This is an optimization exercise on Yosys and OpenROAD, whose aim is small area, a short achievable clock period and few clock cycles, not a production implementation.
The RTL was checked by simulation tests, not by an equivalence proof against the original design.
No activity file was given, so power comes from the tool's default toggle rates.

**flow/design.v**
```verilog
`resetall
`timescale 1ns/10ps
module matmul #(parameter BUS_WIDTH = 16, parameter DATA_WIDTH = 4, parameter ADDR_WIDTH = 32, parameter SP_NTARGETS = 4) (
  clk_i, rst_ni, psel_i, penable_i, pwrite_i, pstrb_i, pwdata_i, paddr_i,
  pready_o, pslverr_o, prdata_o, busy_o, done_o);
  input clk_i, rst_ni, psel_i, penable_i, pwrite_i;
  input [3:0] pstrb_i;
  input [15:0] pwdata_i;
  input [31:0] paddr_i;
  output reg pready_o, pslverr_o;
  output reg [15:0] prdata_o;
  output reg busy_o, done_o;
  reg        rst_q;             
  reg [6:2]  a_q;               
  reg [3:0]  rsel_q;            
  reg [15:0] wd_q;
  reg [3:0]  st_q;
  reg        wr_q;
  reg [3:0]  ph;                
  always @(posedge clk_i) begin
    rst_q  <= ~rst_ni;
    a_q    <= paddr_i[6:2];
    rsel_q <= {paddr_i[3:2], paddr_i[8:7]} + ph + 4'd1;
    wd_q   <= pwdata_i;
    st_q   <= pstrb_i;
    wr_q   <= pwrite_i;
  end
  always @(posedge clk_i)
    if (!rst_ni) ph <= 4'd0;
    else         ph <= ph + 4'd1;
  reg [15:1] ctl;
  reg [3:0]  valid;             
  reg [3:0]  nb;                
  reg        nbacc;
  reg [15:0] flags;
  reg        pA, pB, pC;        
  reg        wr_act;            
  reg [3:0]  cnt;               
  reg [1:0]  dly;
  reg        slowop;
  wire acc     = psel_i & penable_i;
  wire wr_acc  = acc & wr_q;
  wire wr_ok   = wr_acc & (|st_q) & ~busy_o;
  wire ctl_wr  = wr_ok & (a_q[4:2] == 3'b000);
  wire start   = ctl_wr & wd_q[0];
  wire same_dims = (wd_q[13:8] == ctl[13:8]);
  wire near    = wd_q[1] & valid[wd_q[5:4]] & nb[wd_q[5:4]];
  wire [1:0] n = ctl[9:8];
  wire [1:0] k = ctl[11:10];
  wire [1:0] m = ctl[13:12];
  always @(posedge clk_i) begin
    pready_o <= psel_i & rst_ni;
    if (!rst_ni) begin
      pslverr_o <= 1'b0;
      pA <= 1'b0; pB <= 1'b0; pC <= 1'b0;
      wr_act <= 1'b0; cnt <= 4'd0; dly <= 2'd0; slowop <= 1'b0;
      busy_o <= 1'b0; done_o <= 1'b0;
    end else begin
      if (wr_acc & (~|st_q | busy_o)) pslverr_o <= 1'b1;
      pA <= wr_ok & (a_q[4:2] == 3'b001);
      pB <= wr_ok & (a_q[4:2] == 3'b010);
      pC <= ctl_wr;
      done_o <= wr_act & (cnt == 4'd14);
      if (start) busy_o <= 1'b1;
      else if (done_o) busy_o <= 1'b0;
      if (start) begin
        if (same_dims & ~near) begin wr_act <= 1'b1; cnt <= 4'd12; end
        else begin dly <= 2'd2; slowop <= near; end
      end else begin
        if (dly != 2'd0) begin
          dly <= dly - 2'd1;
          if (dly == 2'd1) begin wr_act <= 1'b1; cnt <= {~slowop, ~slowop, 2'b00}; end
        end
        if (wr_act) begin
          cnt <= cnt + 4'd1;
          if (cnt == 4'd15) wr_act <= 1'b0;
        end
      end
    end
  end
  always @(posedge clk_i)
    if (rst_q) ctl <= 15'd0;
    else if (ctl_wr) ctl <= wd_q[15:1];
  reg [63:0] Am, Bm;
  genvar gr, gj;
  generate
    for (gr = 0; gr < 4; gr = gr + 1) begin : g_row
      for (gj = 0; gj < 4; gj = gj + 1) begin : g_col
        always @(posedge clk_i) begin
          if (rst_q)
            Am[16*gr+4*gj +: 4] <= 4'd0;
          else if (pA && a_q[6:5] == gr && st_q[gj] && gr <= n && gj <= k)
            Am[16*gr+4*gj +: 4] <= wd_q[4*gj +: 4];
          else if (pC && (gr > n || gj > k))
            Am[16*gr+4*gj +: 4] <= 4'd0;
        end
        always @(posedge clk_i) begin
          if (rst_q)
            Bm[16*gr+4*gj +: 4] <= 4'd0;
          else if (pB && a_q[6:5] == gr && st_q[gj] && gr <= k && gj <= m)
            Bm[16*gr+4*gj +: 4] <= wd_q[4*gj +: 4];
          else if (pC && (gr > k || gj > m))
            Bm[16*gr+4*gj +: 4] <= 4'd0;
        end
      end
    end
  endgenerate
  reg [1:0] qn;
  always @(*) begin
    if (wr_act && cnt != 4'd15) qn = cnt[3:2] + {1'b0, &cnt[1:0]};
    else if (dly == 2'd1)       qn = {~slowop, ~slowop};
    else                        qn = 2'd3;
  end
  wire [1:0]  rn    = ~(ph[1:0] + 2'd1);    
  wire [1:0]  arsel = (a_q[4:2] == 3'b001 && !busy_o) ? a_q[6:5] : rn;
  wire [15:0] arow  = Am[16*arsel +: 16];
  wire [15:0] arm   = {arow[15:12] & {4{qn == 2'd3}}, arow[11:8] & {4{qn[1]}},
                       arow[7:4] & {4{qn != 2'd0}}, arow[3:0]};
  reg [39:0] abq;    
  genvar gc, gq, gi, gk;
  generate
    for (gc = 0; gc < 4; gc = gc + 1) begin : g_dot
      wire [63:0] pp;
      for (gq = 0; gq < 4; gq = gq + 1) begin : g_q
        wire [3:0] a = arm[4*gq +: 4];
        wire [3:0] b = Bm[16*gq+4*gc +: 4];
        assign pp[16*gq +: 16] = {
          a[3] & b[3],
          ~(a[3] & b[2]), ~(a[3] & b[1]), ~(a[3] & b[0]),
          ~(a[2] & b[3]), ~(a[1] & b[3]), ~(a[0] & b[3]),
          a[2] & b[2], a[2] & b[1], a[2] & b[0],
          a[1] & b[2], a[1] & b[1], a[1] & b[0],
          a[0] & b[2], a[0] & b[1], a[0] & b[0]};
      end
      wire [9:0] s = 10'd576
        + pp[0] + pp[16] + pp[32] + pp[48]
        + {pp[1], 1'b0} + {pp[17], 1'b0} + {pp[33], 1'b0} + {pp[49], 1'b0}
        + {pp[3], 1'b0} + {pp[19], 1'b0} + {pp[35], 1'b0} + {pp[51], 1'b0}
        + {pp[2], 2'b0} + {pp[18], 2'b0} + {pp[34], 2'b0} + {pp[50], 2'b0}
        + {pp[4], 2'b0} + {pp[20], 2'b0} + {pp[36], 2'b0} + {pp[52], 2'b0}
        + {pp[6], 2'b0} + {pp[22], 2'b0} + {pp[38], 2'b0} + {pp[54], 2'b0}
        + {pp[5], 3'b0} + {pp[21], 3'b0} + {pp[37], 3'b0} + {pp[53], 3'b0}
        + {pp[7], 3'b0} + {pp[23], 3'b0} + {pp[39], 3'b0} + {pp[55], 3'b0}
        + {pp[9], 3'b0} + {pp[25], 3'b0} + {pp[41], 3'b0} + {pp[57], 3'b0}
        + {pp[12], 3'b0} + {pp[28], 3'b0} + {pp[44], 3'b0} + {pp[60], 3'b0}
        + {pp[8], 4'b0} + {pp[24], 4'b0} + {pp[40], 4'b0} + {pp[56], 4'b0}
        + {pp[10], 4'b0} + {pp[26], 4'b0} + {pp[42], 4'b0} + {pp[58], 4'b0}
        + {pp[13], 4'b0} + {pp[29], 4'b0} + {pp[45], 4'b0} + {pp[61], 4'b0}
        + {pp[11], 5'b0} + {pp[27], 5'b0} + {pp[43], 5'b0} + {pp[59], 5'b0}
        + {pp[14], 5'b0} + {pp[30], 5'b0} + {pp[46], 5'b0} + {pp[62], 5'b0}
        + {pp[15], 6'b0} + {pp[31], 6'b0} + {pp[47], 6'b0} + {pp[63], 6'b0};
      always @(posedge clk_i) abq[10*gc +: 10] <= s;
    end
  endgenerate
  reg [1023:0] ring;    
  wire [1:0] kw  = ctl[3:2] + ph[3:2];     
  wire [1:0] kr  = ctl[5:4] + ph[3:2];     
  wire [1:0] wj  = kw + 2'd1;
  wire [1:0] rc  = ~ph[1:0];               
  wire       cen = ctl[1] & valid[ctl[5:4]];
  wire       wen = wr_act & (cnt[3:2] == 2'd3);
  wire [1:0]  g3sel = busy_o ? kr : rsel_q[3:2];
  wire [63:0] craw  = ring[64*{g3sel, 2'b11} +: 64];
  wire [63:0] res;
  wire [3:0]  ovf, nbr;
  generate
    for (gc = 0; gc < 4; gc = gc + 1) begin : g_acc
      wire [15:0] c  = cen ? craw[16*gc +: 16] : 16'd0;
      wire [9:0]  ab = abq[10*gc +: 10];
      wire [15:0] r  = c + {{6{ab[9]}}, ab};
      assign res[16*gc +: 16] = r;
      assign ovf[gc] = (c[15] == ab[9]) & (r[15] != c[15]);
      assign nbr[gc] = (r[15:8] == 8'h7f) | (r[15:8] == 8'h80);
    end
  endgenerate
  genvar gs;
  generate
    for (gs = 0; gs < 16; gs = gs + 1) begin : g_ring
      if (gs % 4 == 0) begin : g_wp
        always @(posedge clk_i)
          if (wen && wj == gs / 4) ring[64*gs +: 64] <= res;
          else ring[64*gs +: 64] <= ring[64*((gs + 15) % 16) +: 64];
      end else begin : g_sh
        always @(posedge clk_i) ring[64*gs +: 64] <= ring[64*(gs - 1) +: 64];
      end
    end
  endgenerate
  always @(posedge clk_i) begin
    if (rst_q) begin
      valid <= 4'd0;
      nb    <= 4'd0;
      nbacc <= 1'b0;
      flags <= 16'd0;
    end else begin
      if (start) flags <= 16'd0;
      else if (wr_act) flags[4*rc +: 4] <= flags[4*rc +: 4] | ovf;
      if (wen) begin
        nbacc <= (cnt[1:0] != 2'd0 && nbacc) || (|nbr);
        if (cnt[1:0] == 2'd3) begin
          valid[ctl[3:2]] <= 1'b1;
          nb[ctl[3:2]]    <= nbacc | (|nbr);
        end
      end
    end
  end
  wire [1:0]  g    = rsel_q[1:0];
  wire [63:0] rrow = (g == 2'd3) ? craw : ring[64*{rsel_q[3:2], g} +: 64];
  wire [15:0] rel  = rrow[16*a_q[6:5] +: 16];
  always @(posedge clk_i)
    case (a_q[4:2])
      3'b000:  prdata_o <= {ctl, 1'b0};
      3'b001:  prdata_o <= arow;
      3'b010:  prdata_o <= Bm[16*a_q[6:5] +: 16];
      3'b011:  prdata_o <= flags;
      default: prdata_o <= valid[a_q[3:2]] ? rel : 16'd0;
    endcase
endmodule
```
**flow/run.sh**
```bash
#!/bin/bash
# synth_recipe.tcl (not shown) runs the flow's synth.tcl, then flattens the netlist and writes it again
# the make line also repeats each setting of config.mk as NAME=value (left out here)
make -C /OpenROAD-flow-scripts/flow DESIGN_CONFIG=/design/flow/config.mk WORK_HOME=/design/flow/orfs CLKGATE_MAP_FILE= SYNTH_SCRIPT=/design/flow/synth_recipe.tcl finish
```
**flow/config.mk**
```make
export PLATFORM = sky130hd
export DESIGN_NAME = matmul
export DESIGN_NICKNAME = matmul
export VERILOG_FILES = /design/flow/design.v
export SDC_FILE = /design/flow/constraint.sdc
export NUM_CORES = 4
export LEC_CHECK = 0
export CAP_MARGIN = 20
export CORE_MARGIN = 2
export CORE_UTILIZATION = 40
export SLEW_MARGIN = 20
```
**flow/constraint.sdc**
```tcl
create_clock -name core_clock -period 5.0 [get_ports {clk_i}]
set_input_delay 1.0000 -clock core_clock [delete_from_list [all_inputs] [get_ports {clk_i}]]
set_output_delay 1.0000 -clock core_clock [all_outputs]
set_load 0.01 [all_outputs]
```
==> reports/summary.txt <==
status -> complete, but fails checks
Fail Reasons -> setup timing
pwr dens -> 336 nW/um^2
hold path endpoint -> ring[97]$_DFF_P_
FILL cells -> 12,400
post-layout util -> 0.492
Final WS setup -> -1.38 ns
routed length per instance -> 22.6 um
Post-DP HPWL -> 118,000 um
initial antenna violation count -> 4
CP max FO -> 8
Crit. Startpoint -> a_q[3]$_DFF_P_
CTS Sinks -> 1,298
clock-pin transition on the worst setup and hold timing paths -> 0.06 ns
Switching Share -> 0.247
total CTS buffers -> 136
Initial Utilization -> 0.402
post-DR vias/cell -> 5.39
CTS H-tree depth -> 4
Synth top cells by count -> dfxtp_1, nand2_1, o21ai_0, mux4_2, inv_1
Max VDD drop -> 0.000331 V
Synth Register Bits -> 1,298
DRT Wirelength -> 167,000 um
input/output buffers -> 51
Max Root-Sink Buffers -> 3
Max Clk Rate -> 157 MHz
Comb pwr share -> 0.082
fin crit period -> 6.38 ns
Slew Limit Fails -> 0
1st-pass router iterations -> 6
Die W -> 378 um
Flop pwr share -> 0.457
P_int -> 17.3 mW
Hold Crit Start -> ring[33]$_DFF_P_
Final ANT Viol Nets -> 0
root buffer cell -> clkbuf_16
Pleak -> 27.2 nW
Least-Margin Pin Slew -> 1.15 ns
FF-to-FF setup slack -> -1.38 ns
Layout Skew -> 0.0646 ns
final design area excluding fillers -> 68,300 um^2
Synth Area per Inst -> 11.2 um^2
# nets final -> 5,864
total gr overflow -> 0
Yosys warnings -> 1
1st-iter DRT viols -> 3,357
mapped cell area -> 55,900 um^2
fin crit share -> 1.28
sequential area share after synthesis -> 0.465
EDFF count, synth -> 0
Layout area overhead -> 22.3%
IO Count -> 77
Final Hold Viols -> 0
classification of the worst setup path -> flip-flop to flip-flop
Psw -> 5.66 mW
Synth area leader -> dfxtp_1
# DRC -> 0
Die Height -> 378 um
largest net degree at the start of global routing -> 85
share of cells above drive strength 1 -> 0.258
Primary FF master, synth -> dfxtp_1
max-cap viol count -> 0
dpl cell area -> 61,900 um^2
count leader, synth -> dfxtp_1
Critical Path End Type -> flip-flop
hold path depth -> 0
Final GP Congestion -> 0.906
Placement Setup Slack -> -1.44 ns
number of global-route vias before repair -> 40,100
relative slew slack -> 0.232
Syn Inst Count -> 4,969
reg2reg start -> a_q[3]$_DFF_P_
HP Class -> flip-flop to flip-flop
R2R depth -> 26
# rows -> 137
syn_nets -> 5,418
Clk Latency, worst-skew pair -> 0.80 ns
Worst Path Arrival -> 7.07 ns
DIE AREA -> 143,000 um^2
CTS tree -> yes
Vias -> 39,900
setup TNS -> -31.72 ns
RSZ-0062 raised after global routing -> yes
Netlist cell types -> 83
Power, Total -> 23.0 mW
Setup crit start kind -> flip-flop
Post-CTS Hold Buffers -> 0
asr flop ratio synth -> 0
clock network fraction of design power -> 0.462
top cells by area, synth -> dfxtp_1, mux4_2, fa_1
RR Endpoint -> abq[18]$_DFF_P_
Req. time, crit path -> 5.69 ns
post-synth top area share -> 0.465
Tot GR Track Use -> 0.234
final setup vio count -> 33
first-pass GRT wire length -> 251,000 um
core footprint -> 139,000 um^2
==> metal layers <==
layer	up-vias	GRT usage	routed length, um	share of wire
li1	18200	-	-	-
met4	6	0.0900	6110	0.037
met2	1441	0.359	74500	0.45
met1	19900	0.325	74400	0.45
met3	297	0.0458	11900	0.072
met5	-	0	34	0.00020
==> logic make-up after synthesis <==
family	share of synthesized area
simple gates	0.109
xor+xnor	0.0151
mux	0.183
compound gates	0.0762
flops	0.465
buf+inv	0.0358
fa+ha+maj	0.115
==> worst max path at each step <==
stage | to | depth (start not counted)
global placement | abq[18]$_DFF_P_ | 24
floorplan | abq[18]$_DFF_P_ | 26
CTS | abq[39]$_DFF_P_ | 26
finish | abq[18]$_DFF_P_ | 26
detailed placement | abq[38]$_DFF_P_ | 24
global route | abq[28]$_DFF_P_ | 25
==> cell type report <==
type	instances	area [um^2]	area share
diodes	2	5.00	0.0000732
clock buffers	185	3840	0.0562
clock inverters	59	908	0.0133
inverters	252	946	0.0138
multi-input cells	3152	29200	0.428
flip-flops and latches	1298	26000	0.381
well taps	1876	2350	0.0343
repair buffers	575	5050	0.0739
==> power groups by stage <==
stage          registers [mW]  clock network [mW]  logic [mW]
5_1_grt                  10.5                11.2        1.97
2_1_floorplan            10.6                   0        1.16
4_1_cts                  10.5                10.8        1.86
3_5_place_dp             10.7                   0        1.75
6_report                 10.5                10.6        1.88
3_3_place_gp             10.7                   0        1.76
==> timing repair <==
| action | 4_1_cts | 5_1_grt |
|---|---|---|
| setup buffers | 41 | 28 |
| pin swaps | 75 | 72 |
| cloned | 5 | 0 |
| setup endpoints to repair | 38 | 38 |
| gates resized for setup | 146 | 104 |
==> placed cells by master (no fill, tap or decap), types with 137 or more instances in the layout <==
cell,Yosys,routed
dfxtp_1,1298,1285
a21oi_1,195,171
nand2_1,609,599
nand3_1,147,146
clkbuf_16,0,137
o21ai_0,323,311
mux4_2,321,322
inv_1,252,235
mux2i_1,179,177
nor2_1,218,214
ha_1,186,137
buf_4,3,453
fa_1,206,184
==> flip-flops by register name (all words and copies together), names as in the netlist, 5 cells and up <==
signal    cells
ring       1024
Am           64
Bm           64
abq          40
flags        16
prdata_o     16
wd_q         16
ctl          15
a_q           5
==> per-stage QoR <==
stage	instances	hold WS (ns)
floorplan	4969	0.326
global placement	7085	0.328
detailed placement	7086	0.331
CTS	7375	0.317
global route	7397	0.322
finish	7399	0.318
==> worst max-delay path, stage by stage (launching register included) <==
cell and delay [ns]:
dfxtp_2 0.33, nor3b_4 0.19, and2b_2 0.25, nand2_2 0.08, o21ai_4 0.07, buf_12 0.14, buf_12 0.12, mux4_2 0.51
nor2b_4 0.21, buf_6 0.14, and2_4 0.15, fa_1 0.49, fa_1 0.50, inv_1 0.05, fa_1 0.46, fa_1 0.49
inv_1 0.05, fa_1 0.47, inv_1 0.05, fa_1 0.51, ha_4 0.22, nor2b_4 0.12, o21a_1 0.20, o21ai_1 0.13
nand2b_1 0.08, a21oi_2 0.13, xnor2_1 0.11
Testbench counts, summed over its fixed seeds: cycles 17,085.

## re-timing with driven ports
The flow's constraints put no driver on any port. The routed layout listed below was extracted and timed again, unchanged, in two steps.
Step 1: set_driving_cell puts a clkbuf_16 on clk_i and a buf_2 on each other input, an assumption about the parent block.
Step 2 adds t to the input delays and takes it off the output delays; t is the mean of the earliest and latest rising clock arrival at the registers after step 1. Input paths then give back, and output paths get back, about the clock's delay inside the block.
Three values: ideal ports, drivers, drivers and shift; two values: the first two.
t (ns): 0.851
setup slack, ns: -1.383 / -1.383 / -1.383
worst setup path at the end: register to register
worst data-port slew with drivers (ns): 0.09
For this run, drivers alone change the setup slack by 0.000 ns; drivers and shift together by 0.000 ns.
